Context: an optimization exercise on an open-source flow, tuned for small area. The choices shown serve that exercise and are no tape-out recipe. Power and IR drop assume default switching activity.

==> v9: inputs <==
==> flow/design.v (excerpt) <==
module Clock #(
    parameter CLK_FREQ = 32_768
) (
    input wire clk,
    input wire rst_n,
    input wire BTNU,  
    input wire BTND,  
    input wire BTNC,  
    output wire CA,
    output wire CB,
    output wire CC,
    output wire CD,
    output wire CE,
    output wire CF,
    output wire CG,
    output wire DP,
    output wire [7:0] AN
);
==> module Decoder, before the edit <==
module Decoder (
    input wire [3:0] hex,
    output reg [6:0] seg
);
    always @(*) begin
        case (hex)
            4'h0: seg = 7'b0111111;
            4'h1: seg = 7'b0000110;
            4'h2: seg = 7'b1011011;
            4'h3: seg = 7'b1001111;
            4'h4: seg = 7'b1100110;
            4'h5: seg = 7'b1101101;
            4'h6: seg = 7'b1111101;
            4'h7: seg = 7'b0000111;
            4'h8: seg = 7'b1111111;
            4'h9: seg = 7'b1101111;
            4'hA: seg = 7'b1110111;
            4'hB: seg = 7'b1111100;
            4'hC: seg = 7'b0111001;
            4'hD: seg = 7'b1011110;
            4'hE: seg = 7'b1111001;
            4'hF: seg = 7'b1110001;
            default: seg = 7'b0000000;
        endcase
    end
endmodule
==> module seg_multiplexer, before the edit <==
module seg_multiplexer (
    input wire clk,
    input wire blank,
    input wire [5:0] second_counter,
    input wire [5:0] minute_counter,
    input wire [5:0] hour_counter,
    output wire tick,
    output wire CA,
    output wire CB,
    output wire CC,
    output wire CD,
    output wire CE,
    output wire CF,
    output wire CG,
    output wire DP,
    output wire [7:0] AN
);
reg [9:0] dwell;
reg [2:0] state;
reg [3:0] round;
reg [3:0] digit;
wire dwell_end = (dwell == 10'd992);
reg [2:0] state_next;
always @(*) begin
    if (blank)
        state_next = 3'd0;
    else if (dwell_end)
        state_next = (state == 3'd5) ? 3'd0 : state + 1'b1;
    else
        state_next = state;
end
assign tick = dwell_end && (round == 4'd10) && (state == 3'd2 || state == 3'd5);
reg [5:0] field;
always @(*) begin
    case (state_next[2:1])
        2'd0:    field = second_counter;
        2'd1:    field = minute_counter;
        default: field = hour_counter;
    endcase
end
wire [3:0] units, tens;
bin_to_bcd U1(
    .bin(field),
    .bcd1(units),
    .bcd2(tens)
);
always @(posedge clk) begin
    state <= state_next;
    digit <= state_next[0] ? tens : units;
    if (blank) begin
        dwell <= 10'd0;
        round <= 4'd0;
    end else if (dwell_end) begin
        dwell <= 10'd0;
        round <= (round == 4'd10) ? 4'd0 : round + 1'b1;
    end else begin
        dwell <= dwell + 1'b1;
    end
end
wire [6:0] seg;
Decoder U4(
    .hex(digit),
    .seg(seg)
);
assign {CG, CF, CE, CD, CC, CB, CA} = blank ? 7'b1111111 : ~seg;
assign DP = !(!blank && state == 3'd4);
assign AN = blank ? 8'hFF : ~(8'd1 << state);
endmodule
==> module debounce, before the edit <==
module debounce (
    input  wire clk,
    input  wire blank,
    input  wire btn,
    output reg  pressed
);
    reg btn_reg, btn_dly;
    reg [14:0] count;    
    always @(posedge clk) begin
        btn_reg <= btn;
        btn_dly <= btn_reg;
        if (blank) begin
            count   <= 15'd0;
            pressed <= 1'b0;
        end else begin
            if (!btn_dly)
                count <= 15'd0;
            else if (!count[14])
                count <= count + 1'b1;
            pressed <= count[14];
        end
    end
endmodule
==> module Clock, before the edit <==
module Clock #(
    parameter CLK_FREQ = 32_768
) (
    input wire clk,
    input wire rst_n,
    input wire BTNU,  
    input wire BTND,  
    input wire BTNC,  
    output wire CA,
    output wire CB,
    output wire CC,
    output wire CD,
    output wire CE,
    output wire CF,
    output wire CG,
    output wire DP,
    output wire [7:0] AN
);
reg blank;
always @(posedge clk) begin
    blank <= !rst_n;
end
wire btnu_pressed, btnd_pressed, btnc_pressed;
debounce DU (.clk(clk), .blank(blank), .btn(BTNU), .pressed(btnu_pressed));
debounce DD (.clk(clk), .blank(blank), .btn(BTND), .pressed(btnd_pressed));
debounce DC (.clk(clk), .blank(blank), .btn(BTNC), .pressed(btnc_pressed));
reg [1:0] increment_mode;
always @(posedge clk) begin
    if (blank) begin
        increment_mode <= 2'd0;
    end else begin
        if (btnc_pressed)
            increment_mode <= increment_mode + 1'b1;
        if (increment_mode[1])
            increment_mode <= 2'd0;
    end
end
reg [5:0] second_counter;
reg [5:0] minute_counter;
reg [5:0] hour_counter;
wire tick;
always @(posedge clk) begin
    if (blank) begin
        second_counter <= 6'b0;
        minute_counter <= 6'b0;
        hour_counter <= 6'b0;
    end else begin
        if (btnu_pressed) begin
            case (increment_mode)
                2'd0: second_counter <= second_counter + 1'b1;
                2'd1: minute_counter <= minute_counter + 1'b1;
                2'd2: hour_counter <= hour_counter + 1'b1;
                default: ;
            endcase
        end else if (btnd_pressed) begin
            case (increment_mode)
                2'd0: second_counter <= second_counter - 1'b1;
                2'd1: minute_counter <= minute_counter - 1'b1;
                2'd2: hour_counter <= hour_counter - 1'b1;
                default: ;
            endcase
        end
        if (tick)
            second_counter <= second_counter + 1'b1;
        if (second_counter == 6'd59) begin
            second_counter <= 6'b0;
            minute_counter <= minute_counter + 1'b1;
        end
        if (minute_counter == 6'd59) begin
            minute_counter <= 6'b0;
            hour_counter <= hour_counter + 1'b1;
        end
        if (hour_counter >= 6'd23)
            hour_counter <= 6'b0;
    end
end
seg_multiplexer U10(
    .clk(clk),
    .blank(blank),
    .second_counter(second_counter),
    .minute_counter(minute_counter),
    .hour_counter(hour_counter),
    .tick(tick),
    .CA(CA),
    .CB(CB),
    .CC(CC),
    .CD(CD),
    .CE(CE),
    .CF(CF),
    .CG(CG),
    .DP(DP),
    .AN(AN)
);
endmodule
Settings: LEC_CHECK=0, CAP_MARGIN=20, CORE_MARGIN=2, CORE_UTILIZATION=40, SLEW_MARGIN=20; clock period 10.0 ns.
run.sh (not shown) runs the stock make flow with config.mk's settings and CLKGATE_MAP_FILE= SYNTH_SCRIPT=/design/flow/synth_recipe.tcl, a recipe that flattens the netlist after the stock synthesis.
==> v10 (differences from v9) <==
--- a/flow/design.v
+++ b/flow/design.v
@@ -21,35 +21,22 @@
 module Decoder (
     input wire [3:0] hex,
-    output reg [6:0] seg
-);
-    always @(*) begin
-        case (hex)
-            4'h0: seg = 7'b0111111;
-            4'h1: seg = 7'b0000110;
-            4'h2: seg = 7'b1011011;
-            4'h3: seg = 7'b1001111;
-            4'h4: seg = 7'b1100110;
-            4'h5: seg = 7'b1101101;
-            4'h6: seg = 7'b1111101;
-            4'h7: seg = 7'b0000111;
-            4'h8: seg = 7'b1111111;
-            4'h9: seg = 7'b1101111;
-            4'hA: seg = 7'b1110111;
-            4'hB: seg = 7'b1111100;
-            4'hC: seg = 7'b0111001;
-            4'hD: seg = 7'b1011110;
-            4'hE: seg = 7'b1111001;
-            4'hF: seg = 7'b1110001;
-            default: seg = 7'b0000000;
-        endcase
-    end
+    output wire [6:0] seg
+);
+    assign seg[0] = ~((~hex[0] & ~hex[1] & hex[2]) | (hex[0] & ~hex[1] & ~hex[2] & ~hex[3]) | (hex[1] & hex[3]));
+    assign seg[1] = (~hex[0] & ~hex[1]) | (hex[0] & hex[1] & ~hex[3]) | (~hex[2]);
+    assign seg[2] = ~((~hex[0] & hex[1] & ~hex[2]) | (hex[1] & hex[3]));
+    assign seg[3] = ~((~hex[0] & ~hex[1] & hex[2]) | (hex[0] & ~hex[1] & ~hex[2] & ~hex[3]) | (hex[0] & hex[1] & hex[2]));
+    assign seg[4] = ~((hex[0]) | (~hex[1] & hex[2]));
+    assign seg[5] = ~((hex[0] & hex[1]) | (hex[0] & ~hex[2] & ~hex[3]) | (hex[1] & ~hex[2]));
+    assign seg[6] = ~((hex[0] & hex[1] & hex[2]) | (~hex[1] & ~hex[2] & ~hex[3]));
 endmodule
 module seg_multiplexer (
     input wire clk,
-    input wire blank,
+    input wire rst_n,
     input wire [5:0] second_counter,
     input wire [5:0] minute_counter,
     input wire [5:0] hour_counter,
-    output wire tick,
+    output wire blank,
+    output reg  tick,
     output wire CA,
     output wire CB,
@@ -62,22 +49,32 @@
     output wire [7:0] AN
 );
+localparam [9:0] DWELL0         = 10'h0C5;
+localparam [9:0] DWELL_END_MASK = 10'h1BF;
+localparam [9:0] DWELL_END_VAL  = 10'h022;
 reg [9:0] dwell;
-reg [2:0] state;
+reg [2:0] sel;       
 reg [3:0] round;
-reg [3:0] digit;
-wire dwell_end = (dwell == 10'd992);
-reg [2:0] state_next;
-always @(*) begin
-    if (blank)
-        state_next = 3'd0;
-    else if (dwell_end)
-        state_next = (state == 3'd5) ? 3'd0 : state + 1'b1;
-    else
-        state_next = state;
-end
-assign tick = dwell_end && (round == 4'd10) && (state == 3'd2 || state == 3'd5);
+reg [2:0] shown;     
+reg [3:0] digit;     
+wire dwell_end = (dwell & DWELL_END_MASK) == DWELL_END_VAL;
+always @(posedge clk) begin
+    if (!rst_n) begin
+        dwell <= DWELL0;
+        sel   <= 3'd0;
+        round <= 4'd0;
+    end else if (dwell_end) begin
+        dwell <= DWELL0;
+        sel   <= (sel == 3'd5) ? 3'd0 : sel + 1'b1;
+        round <= (round == 4'd10) ? 4'd0 : round + 1'b1;
+    end else begin
+        dwell <= {dwell[8:0], ~(dwell[9] ^ dwell[2])};
+    end
+end
+always @(posedge clk) begin
+    tick <= rst_n && dwell_end && (round == 4'd10) && (sel == 3'd2 || sel == 3'd5);
+end
 reg [5:0] field;
 always @(*) begin
-    case (state_next[2:1])
+    case (sel[2:1])
         2'd0:    field = second_counter;
         2'd1:    field = minute_counter;
@@ -92,16 +89,8 @@
 );
 always @(posedge clk) begin
-    state <= state_next;
-    digit <= state_next[0] ? tens : units;
-    if (blank) begin
-        dwell <= 10'd0;
-        round <= 4'd0;
-    end else if (dwell_end) begin
-        dwell <= 10'd0;
-        round <= (round == 4'd10) ? 4'd0 : round + 1'b1;
-    end else begin
-        dwell <= dwell + 1'b1;
-    end
-end
+    shown <= !rst_n ? 3'd7 : sel;
+    digit <= !rst_n ? 4'hF : sel[0] ? tens : units;
+end
+assign blank = (shown == 3'd7);
 wire [6:0] seg;
 Decoder U4(
@@ -109,29 +98,30 @@
     .seg(seg)
 );
-assign {CG, CF, CE, CD, CC, CB, CA} = blank ? 7'b1111111 : ~seg;
-assign DP = !(!blank && state == 3'd4);
-assign AN = blank ? 8'hFF : ~(8'd1 << state);
+assign {CG, CF, CE, CD, CC, CB, CA} = ~seg;
+assign DP = !(shown == 3'd4);
+assign AN = {2'b11, ~(6'd1 << shown)};
 endmodule
 module debounce (
     input  wire clk,
-    input  wire blank,
+    input  wire rst_n,
     input  wire btn,
     output reg  pressed
 );
+    localparam [14:0] COUNT0    = 15'h4015;
+    localparam [14:0] DONE_MASK = 15'h1E3F;
+    localparam [14:0] DONE_VAL  = 15'h1E3E;
     reg btn_reg, btn_dly;
-    reg [14:0] count;    
+    reg [14:0] count;
+    reg sat;
+    wire done = (count & DONE_MASK) == DONE_VAL;
     always @(posedge clk) begin
         btn_reg <= btn;
-        btn_dly <= btn_reg;
-        if (blank) begin
-            count   <= 15'd0;
-            pressed <= 1'b0;
-        end else begin
-            if (!btn_dly)
-                count <= 15'd0;
-            else if (!count[14])
-                count <= count + 1'b1;
-            pressed <= count[14];
-        end
+        btn_dly <= btn_reg && rst_n;
+        if (btn_dly)
+            count <= {count[13:0], ~(count[14] ^ count[6])};
+        else
+            count <= COUNT0;
+        sat     <= rst_n && btn_dly && (sat || done);
+        pressed <= sat;
     end
 endmodule
@@ -154,12 +144,9 @@
     output wire [7:0] AN
 );
-reg blank;
-always @(posedge clk) begin
-    blank <= !rst_n;
-end
+wire blank;      
 wire btnu_pressed, btnd_pressed, btnc_pressed;
-debounce DU (.clk(clk), .blank(blank), .btn(BTNU), .pressed(btnu_pressed));
-debounce DD (.clk(clk), .blank(blank), .btn(BTND), .pressed(btnd_pressed));
-debounce DC (.clk(clk), .blank(blank), .btn(BTNC), .pressed(btnc_pressed));
+debounce DU (.clk(clk), .rst_n(rst_n), .btn(BTNU), .pressed(btnu_pressed));
+debounce DD (.clk(clk), .rst_n(rst_n), .btn(BTND), .pressed(btnd_pressed));
+debounce DC (.clk(clk), .rst_n(rst_n), .btn(BTNC), .pressed(btnc_pressed));
 reg [1:0] increment_mode;
 always @(posedge clk) begin
@@ -214,8 +201,9 @@
 seg_multiplexer U10(
     .clk(clk),
-    .blank(blank),
+    .rst_n(rst_n),
     .second_counter(second_counter),
     .minute_counter(minute_counter),
     .hour_counter(hour_counter),
+    .blank(blank),
     .tick(tick),
     .CA(CA),
--- a/flow/config.mk
+++ b/flow/config.mk
@@ -9,3 +9,4 @@
 export CORE_MARGIN = 2
 export CORE_UTILIZATION = 40
+export CTS_CLUSTER_SIZE = 30
 export SLEW_MARGIN = 20
==> summary.txt <==
Average footprint of a synthesized cell: v9 8.63 um^2; v10 9.72 um^2
Standard-cell rows: v9 40; v10 36
Worst-Skew Late Latency: v9 0.35 ns; v10 0.37 ns
Starting Density: v9 41.3%; v10 41.6%
Net switching share of the total power: v9 22.4%; v10 23.0%
Worst r2r path cells: v9 15; v10 7
Final net count: v9 624; v10 448
Detail-routed net length per standard cell: v9 12.5 um; v10 12.0 um
Setup slack of the worst register-to-register path: v9 5.78 ns; v10 8.02 ns
Area of the die: v9 13400 um^2; v10 11100 um^2
Leakage power: v9 2.10 nW; v10 1.83 nW
First-pass GRT wire length: v9 17100 um; v10 12100 um
Launch point of the worst path: v9 U10.state[0]$_DFF_P_; v10 U10.shown[0]$_SDFF_PN1_
Max-Slew Margin vs Limit: v9 43.1%; v10 40.4%
Critical-path top delay cell: v9 nor4b_1; v10 clkdlybuf4s50_1
Overall power: v9 0.788 mW; v10 0.690 mW
Net switching component of the power: v9 0.176 mW; v10 0.159 mW
Signal buffers: v9 22; v10 18
DIE WIDTH: v9 116 um; v10 105 um
Final Util: v9 46.8%; v10 45.7%
Met3 layer usage reported by global route: v9 5.49%; v10 3.65%
DR WL met3: v9 383 um; v10 225 um
Maximum number of pins on one net before global-route repair: v9 35; v10 32
Post-synthesis compound-gate area fraction: v9 11.0%; v10 10.7%
Run status: v9 timing/DRC/antenna clean; v10 timing/DRC/antenna clean
Function was not checked in any run of this note: the RTL went through the layout flow alone.

## re-timing with driven ports
In the flow no input, the clock included, has a driving cell. The finished layouts below were timed again as built, in two steps.
Step 1, drivers: a clkbuf_16 drives clk and a buf_2 each remaining input, both assumed.
Step 2 adds t to the input delays and takes it off the output delays; t is the mean of the earliest and latest rising clock arrival at the registers after step 1. Input paths then give back, and output paths get back, about the clock's delay inside the block.
Three values: ideal, step 1, step 2; two values: the first two.
run	t, ns	slack for setup (ns)	worst setup path after step 2	clock arrival spread, ns	worst register clock-pin slew, ns
v9	0.388	5.685 / 5.649 / 5.780	register to register	0.006 / 0.006	0.07 / 0.07
v10	0.391	6.233 / 6.201 / 6.502	input to register	0.013 / 0.014	0.10 / 0.10
After both steps setup and hold are still met in every run listed.
